Background: an optimization exercise with open tools, aiming at small area. Do not read the settings as production practice.
Function was checked by simulation only, so behaviour that the tests miss may differ from the original.
No activity file was given, so power comes from the tool's default toggle rates.

Setup of rev 12:
## pcie_ingress_path
module pcie_ingress_path (
  input                     clk,
  input                     rst,
  output                    o_axi_rx_ready,
  input         [31:0]      i_axi_rx_data,
  input         [3:0]       i_axi_rx_keep,
  input                     i_axi_rx_last,
  input                     i_axi_rx_valid,
  input         [6:0]       i_bar_hit,
  input         [31:0]      i_cfg_do,
  input                     i_cfg_rd_wr_done,
  output        [9:0]       o_cfg_dwaddr,
  output                    o_cfg_rd_en,
  output        [31:0]      o_bar_addr0,
  output        [31:0]      o_bar_addr1,
  output        [31:0]      o_bar_addr2,
  output        [31:0]      o_bar_addr3,
  output        [31:0]      o_bar_addr4,
  output        [31:0]      o_bar_addr5,
  output        [31:0]      o_write_a_addr,
  output        [31:0]      o_write_b_addr,
  output        [31:0]      o_read_a_addr,
  output        [31:0]      o_read_b_addr,
  output        [31:0]      o_status_addr,
  output        [31:0]      o_buffer_size,
  output        [31:0]      o_ping_value,
  output        [31:0]      o_dev_addr,
  output        [1:0]       o_update_buf,
  output                    o_update_buf_stb,
  output                    o_reg_write_stb,
  output                    o_cmd_rst_stb,
  output                    o_cmd_wr_stb,
  output                    o_cmd_rd_stb,
  output                    o_cmd_ping_stb,
  output                    o_cmd_rd_cfg_stb,
  output                    o_cmd_unknown_stb,
  output                    o_cmd_flg_fifo_stb,
  output                    o_cmd_flg_sel_per_stb,
  output                    o_cmd_flg_sel_mem_stb,
  output                    o_cmd_flg_sel_dma_stb,
  output        [31:0]      o_cmd_data_count,
  output        [31:0]      o_cmd_data_address,
  output                    o_buf_we,
  output        [10:0]      o_buf_addr,
  output        [31:0]      o_buf_data,
  output                    o_cplt_pkt_stb,
  output        [9:0]       o_cplt_pkt_cnt,
  output        [7:0]       o_cplt_pkt_tag,
  output        [2:0]       o_cplt_sts,
  output                    o_unknown_tlp_stb,
  output                    o_unexpected_end_stb,
  output        [3:0]       o_ingress_state,
  output        [7:0]       o_ingress_count,
  output        [7:0]       o_ingress_ri_count,
  output        [7:0]       o_ingress_ci_count,
  output        [31:0]      o_ingress_addr,
  output        [31:0]      o_ingress_cmplt_count,
  output                    o_hst_buf_fin_stb,
  output        [1:0]       o_hst_buf_fin,
  input                     i_ctr_en,
  input                     i_ctr_mem_rd_req_stb,
  input                     i_ctr_dat_fin,
  output                    o_ctr_tag_rdy,
  output        [7:0]       o_ctr_tag,
  output        [9:0]       o_ctr_dword_size,
  output        [11:0]      o_ctr_start_addr,
  output                    o_ctr_buf_sel,
  output                    o_ctr_idle,
  output        [1:0]       o_bld_buf_en,
  input                     i_bld_buf_fin,
  output        [15:0]      o_dbg_tag_en,
  output        [15:0]      o_dbg_tag_ingress_fin,
  output                    o_dbg_reenable_stb,
  output                    o_dbg_reenable_nzero_stb,
  output        [2:0]       o_fc_sel,
  input                     i_rcb_sel,
  input         [7:0]       i_fc_cplh,
  input         [11:0]      i_fc_cpld,
  output                    o_fc_ready,
  input         [9:0]       i_dword_req_count,
  input                     i_cmt_stb
);
Size in the first run: ~6200 cells after synthesis, about 1000 flip-flops, about 890 I/O pins, roughly 52000 um2 of cells after synthesis.
==> flow/config.mk <==
export PLATFORM = sky130hd
export DESIGN_NAME = pcie_ingress_path
export DESIGN_NICKNAME = pcie_ingress_path
export VERILOG_FILES = /design/flow/design.v
export SDC_FILE = /design/flow/constraint.sdc
export NUM_CORES = 4
export LEC_CHECK = 0
export CAP_MARGIN = 20
export CORE_MARGIN = 2
export CORE_UTILIZATION = 40
export SLEW_MARGIN = 20
==> flow/constraint.sdc <==
create_clock -name core_clock -period 10.0 [get_ports {clk}]
set_input_delay 2.0000 -clock core_clock [delete_from_list [all_inputs] [get_ports {clk}]]
set_output_delay 2.0000 -clock core_clock [all_outputs]
set_load 0.01 [all_outputs]
standard.sh (not shown) runs the stock make flow with config.mk's settings and CLKGATE_MAP_FILE= SYNTH_SCRIPT=/design/flow/synth_recipe.tcl, a recipe that flattens the netlist after the stock synthesis.
==> flow/flow/run.sh <==
#!/bin/bash
# Standard layout, with the port buffers made from the smallest buffer cell.
set -o pipefail
export BUFFER_PORTS_ARGS="-buffer_cell sky130_fd_sc_hd__buf_1"
bash standard.sh finish > standard.log 2>&1
Input-level comparison between rev 13 and rev 12:
==> flow/run.sh (new file) <==
#!/bin/bash
# synth_recipe.tcl (not shown) runs the flow's synth.tcl, then flattens the netlist and writes it again
# the make line also repeats each setting of config.mk as NAME=value (left out here)
make -C /OpenROAD-flow-scripts/flow DESIGN_CONFIG=/design/flow/config.mk WORK_HOME=/design/flow/orfs CLKGATE_MAP_FILE= SYNTH_SCRIPT=/design/flow/synth_recipe.tcl finish
removed: flow/flow/run.sh
removed: flow/standard.sh
--- outcome ---
Of rev 12 and rev 13, the run reporting the higher part of the total power dissipated in the clock network was rev 12. Power in combinational cells, rev 12 and rev 13: smaller value in rev 12. [compare] base=rev 12 new=rev 13: combinational fraction of design power shows an increase of 1.0 points; initial antenna violation count shows an increase of 2; aggregate routed wire length shows an increase of about 5%.

[separate check: timing with driven ports]
The flow's constraints put no driver on any port. The routed layouts listed below were extracted and timed again, unchanged, in two steps.
Step 1: set_driving_cell puts a clkbuf_16 on clk and a buf_2 on each other input, an assumption about the parent block.
Step 2 moves the port delays by t, midway between the first and last clock arrival at a register: inputs arrive t later, outputs are due t later. That takes back most of the time a late clock gives input paths.
Three values: ideal, step 1, step 2; two values: the first two.
run	t (ns)	setup WS [ns]	slew at the worst register clock pin (ns)	cell pins on the clock port's net
rev 12	0.794	3.267 / 3.248 / 3.248	0.08 / 0.08	1
rev 13	0.800	2.641 / 2.619 / 2.619	0.07 / 0.07	1
After both steps setup and hold are still met in every run listed. The setup slack of rev 13, which loses most, moves by -0.022 ns with the drivers and by -0.022 ns with both steps.
